From an optimization exercise on the open Yosys and OpenROAD flow, aimed at small area and a short achievable clock period; shortcuts taken in it are not production practice. The RTL was checked by simulation tests, not by an equivalence proof against the original design. No activity file was given, so power comes from the tool's default toggle rates.

beta:
Design pbl2_datapath, start of the top module:
module pbl2_datapath(
	input wire        clk,
	input wire        rst,
	input wire [3:0]  rf_read_a,
	input wire [3:0]  rf_read_b,
	input wire [3:0]  rf_write_addr,
	input wire        rf_read_en,
	input wire        rf_write_en,
	input wire        wb_from_mem,
	input wire [31:0] mem_data,
	input wire [4:0]  opula,
	input wire        alu_src_imm,
	input wire [15:0] imm,
	input wire        alu_en,
	output reg [31:0] alu_result,
	output reg        flag_zero,
	output reg        flag_carry,
	output reg        flag_sign,
	output reg        flag_overflow,
	output reg        alu_ready,
	output reg [31:0] rf_out_a,
	output reg [31:0] rf_out_b
);
genvar i;
integer k;
wire [31:0]  wdata = wb_from_mem ? mem_data : alu_result;
wire [31:0]  wd    = rst ? 32'd0 : wdata;
wire [511:0] regs;
generate
	for (i = 0; i < 16; i = i + 1) begin : g_reg
		reg [31:0] q;
		wire en = rst | (rf_write_en & (rf_write_addr == i));
		always @(posedge clk)
			if (en) q <= (i == 1) ? {wd[31:1], wd[0] | rst} : wd;
		assign regs[32*i +: 32] = q;
	end
endgenerate
reg [31:0] ma, mb;
always @(*) begin
	ma = 32'd0;
	mb = 32'd0;
	for (k = 0; k < 16; k = k + 1) begin
		ma = ma | ({32{~rst & (rf_read_a == k)}} & regs[32*k +: 32]);
		mb = mb | ({32{~rst & (rf_read_b == k)}} & regs[32*k +: 32]);
	end
end
always @(posedge clk)
	if (rst | rf_read_en) begin
		rf_out_a <= ma;
		rf_out_b <= mb;
	end
reg       arith;     
reg       ovf_inc;   
reg       ovf_dec;   
reg       shl, shr;
reg       logic_op;
reg [3:0] lut;       
reg       nop;       
always @(*) begin
	arith = 1'b0;
	ovf_inc = 1'b0; ovf_dec = 1'b0; shl = 1'b0; shr = 1'b0;
	logic_op = 1'b0; lut = 4'b0000; nop = 1'b0;
	case (opula)
		5'd0, 5'd8, 5'd12, 5'd22: arith = 1'b1;                            
		5'd1, 5'd3, 5'd4: arith = 1'b1;                                   
		5'd2:  begin arith = 1'b1; ovf_inc = 1'b1; end                     
		5'd5:  begin arith = 1'b1; ovf_dec = 1'b1; end                     
		5'd6:  shl = 1'b1;
		5'd7:  shr = 1'b1;
		5'd9:  begin logic_op = 1'b1; lut = 4'b1000; end  
		5'd10: begin logic_op = 1'b1; lut = 4'b0010; end  
		5'd11: begin logic_op = 1'b1; lut = 4'b0100; end  
		5'd13, 5'd15: begin logic_op = 1'b1; lut = 4'b1110; end  
		5'd14: begin logic_op = 1'b1; lut = 4'b0110; end  
		5'd16: begin logic_op = 1'b1; lut = 4'b0111; end  
  ...
Size in the first run: roughly 2800 cells after synthesis, about 610 flip-flops, ~170 I/O pins, about 0.033 mm^2 of cells after synthesis.
clock: 6.0 ns
lec_check: 0
cap_margin: 30
core_margin: 2
core_utilization: 40
cts_cluster_diameter: 100
cts_cluster_size: 30
setup_slack_margin: 3
slew_margin: 30
synth_hierarchical: 1
synth_minimum_keep_size: 0
tns_end_percent: 0
standard.sh (not shown) runs the stock make flow with config.mk's settings and CLKGATE_MAP_FILE= SYNTH_SCRIPT=/design/flow/synth_recipe.tcl, a recipe that flattens the netlist after the stock synthesis.
==> flow/flow/run.sh <==
#!/bin/bash
# The standard layout (standard.sh), with the port buffers that
# buffer_ports inserts made plain buf_2 cells instead of its default choice
# (clkdlybuf4s50_1, a delay cell). Every port still gets its own buffer.
set -euo pipefail
bash standard.sh BUFFER_PORTS_ARGS="-buffer_cell sky130_fd_sc_hd__buf_2" finish > standard.log 2>&1
#### Input delta (delta over beta)
-- flow/design.v --
<<< beta, line 491
wire [31:0] lg = ({32{lut[3]}} &  a &  b) | ({32{lut[2]}} &  a & ~b) |
                 ({32{lut[1]}} & ~a &  b) | ({32{lut[0]}} & ~a & ~b);
wire        go      = alu_en & ~rst;
wire        hold_r  = ~rst & ~(alu_en & ~nop);     
wire        hold_f  = ~rst & ~alu_en;              
wire        hold_cs = ~rst & ~(alu_en & arith);    
wire        sh_ok   = ~big & go;
wire [31:0] r_other = ({32{shr & sh_ok}} & sh_out) |
                      ({32{shl & sh_ok}} & rev(sh_out)) |
                      ({32{logic_op & go}} & lg) |
                      ({32{hold_r}} & alu_result);
wire        sel_sum = arith & go;
wire [31:0] r_new;
generate
>>> delta, line 491
wire [31:0] lg = ({32{lut[3]}} &  a &  b) | ({32{lut[2]}} &  a & ~b) |
                 ({32{lut[1]}} & ~a &  b) | ({32{lut[0]}} & ~a & ~b);
wire        sh_ok   = ~big & ~rst;
wire [31:0] r_other = ({32{shr & sh_ok}} & sh_out) |
                      ({32{shl & sh_ok}} & rev(sh_out)) |
                      ({32{logic_op & ~rst}} & lg);
wire        sel_sum = arith & ~rst;
wire [31:0] r_new;
generate
<<< beta, line 508
	end
endgenerate
wire z_other = (go & (nop ? ~|alu_result :
                      logic_op ? ~|lg :
                      (shl | shr) ? (big | zsh) : 1'b0)) |
               (hold_f & flag_zero);
wire z_new;
zfin_cell u_zfin (.zn(sum_zero_n), .en(arith & go), .o(z_other), .y(z_new));
function ovf_of(input ar, input sb, input inc, input dec, input a31, input b31, input r31);
	ovf_of = ar & (
>>> delta, line 503
	end
endgenerate
wire z_other = ~rst & (nop ? ~|alu_result :
                       logic_op ? ~|lg :
                       (shl | shr) ? (big | zsh) : 1'b0);
wire z_new;
zfin_cell u_zfin (.zn(sum_zero_n), .en(arith & ~rst), .o(z_other), .y(z_new));
function ovf_of(input ar, input sb, input inc, input dec, input a31, input b31, input r31);
	ovf_of = ar & (
<<< beta, line 520
		(inc & ~a31 & r31) | (dec & a31 & ~r31));
endfunction
wire ovf_keep   = hold_f & flag_overflow;
wire carry_keep = hold_cs & flag_carry;
wire sign_keep  = hold_cs & flag_sign;
wire upd_cs     = arith & go;
wire ovf, carry, sign;
mux_cell u_ovf (.s(cn[31]),
	.d1((go & ovf_of(arith, sub, ovf_inc, ovf_dec, a[31], b[31],  p[31])) | ovf_keep),
	.d0((go & ovf_of(arith, sub, ovf_inc, ovf_dec, a[31], b[31], ~p[31])) | ovf_keep), .y(ovf));
mux_cell u_carry (.s(cn[31]), .d1((upd_cs & (g[31] ^ sub)) | carry_keep),
	.d0((upd_cs & ((g[31] | p[31]) ^ sub)) | carry_keep), .y(carry));
mux_cell u_sign (.s(cn[31]), .d1((upd_cs & p[31]) | sign_keep),
	.d0((upd_cs & ~p[31]) | sign_keep), .y(sign));
always @(posedge clk) begin
	alu_result    <= r_new;
	flag_zero     <= z_new;
	flag_overflow <= ovf;
	flag_carry    <= carry;
	flag_sign     <= sign;
	alu_ready     <= ~rst & alu_en;
end
endmodule
>>> delta, line 514
		(inc & ~a31 & r31) | (dec & a31 & ~r31));
endfunction
wire ovf, carry, sign;
mux_cell u_ovf (.s(cn[31]),
	.d1(~rst & ovf_of(arith, sub, ovf_inc, ovf_dec, a[31], b[31],  p[31])),
	.d0(~rst & ovf_of(arith, sub, ovf_inc, ovf_dec, a[31], b[31], ~p[31])), .y(ovf));
mux_cell u_carry (.s(cn[31]), .d1(~rst & (g[31] ^ sub)),
	.d0(~rst & ((g[31] | p[31]) ^ sub)), .y(carry));
mux_cell u_sign (.s(cn[31]), .d1(~rst & p[31]), .d0(~rst & ~p[31]), .y(sign));
always @(posedge clk) begin
	if (rst | (alu_en & ~nop))
		alu_result <= r_new;
	if (rst | alu_en) begin
		flag_zero     <= z_new;
		flag_overflow <= ovf;
	end
	if (rst | (alu_en & arith)) begin
		flag_carry <= carry;
		flag_sign  <= sign;
	end
	alu_ready <= ~rst & alu_en;
end
endmodule
--- outcome ---
No stage failed in delta, and the final checks on the layout all came back clean. In the flow results for delta and beta, the internal power consumption is smaller on beta. Of delta and beta, delta shows the higher number of antenna violations at the first check in global routing, with beta below it. Comparing the two runs side by side, delta comes out ahead of beta on pre-CTS setup slack. Per the comparison of delta with beta, well-tap cell count went up by 0.93%; length of the first detailed-routing pass in iterations barely changed; via count normalized by instance count has decreased.

[what the ideal ports hide]
In the flow no input, the clock included, has a driving cell. The finished layouts below were timed again as built, in two steps. Step 1 sets driving cells, clkbuf_16 on the clock port and buf_2 on the other inputs (assumed; they add their load-dependent delay and slew). Step 2 also shifts input and output timing later by t, the mid clock arrival at the registers, as if the neighbouring blocks saw the same clock. Three values: no drivers, after step 1, after step 2; two values: the first two.
run	shift t [ns]	slack for setup (ns)	worst setup path at the end	latest minus earliest clock arrival (ns)	slew at the worst register clock pin (ns)
beta	0.733	2.661 / 2.518 / 1.785	input to register	0.084 / 0.084	0.11 / 0.11
delta	0.738	2.514 / 2.390 / 1.652	input to register	0.096 / 0.095	0.12 / 0.12
After both steps setup and hold are still met in every run listed. The setup slack of beta, which loses most, moves by -0.143 ns with the drivers and by -0.876 ns with both steps.
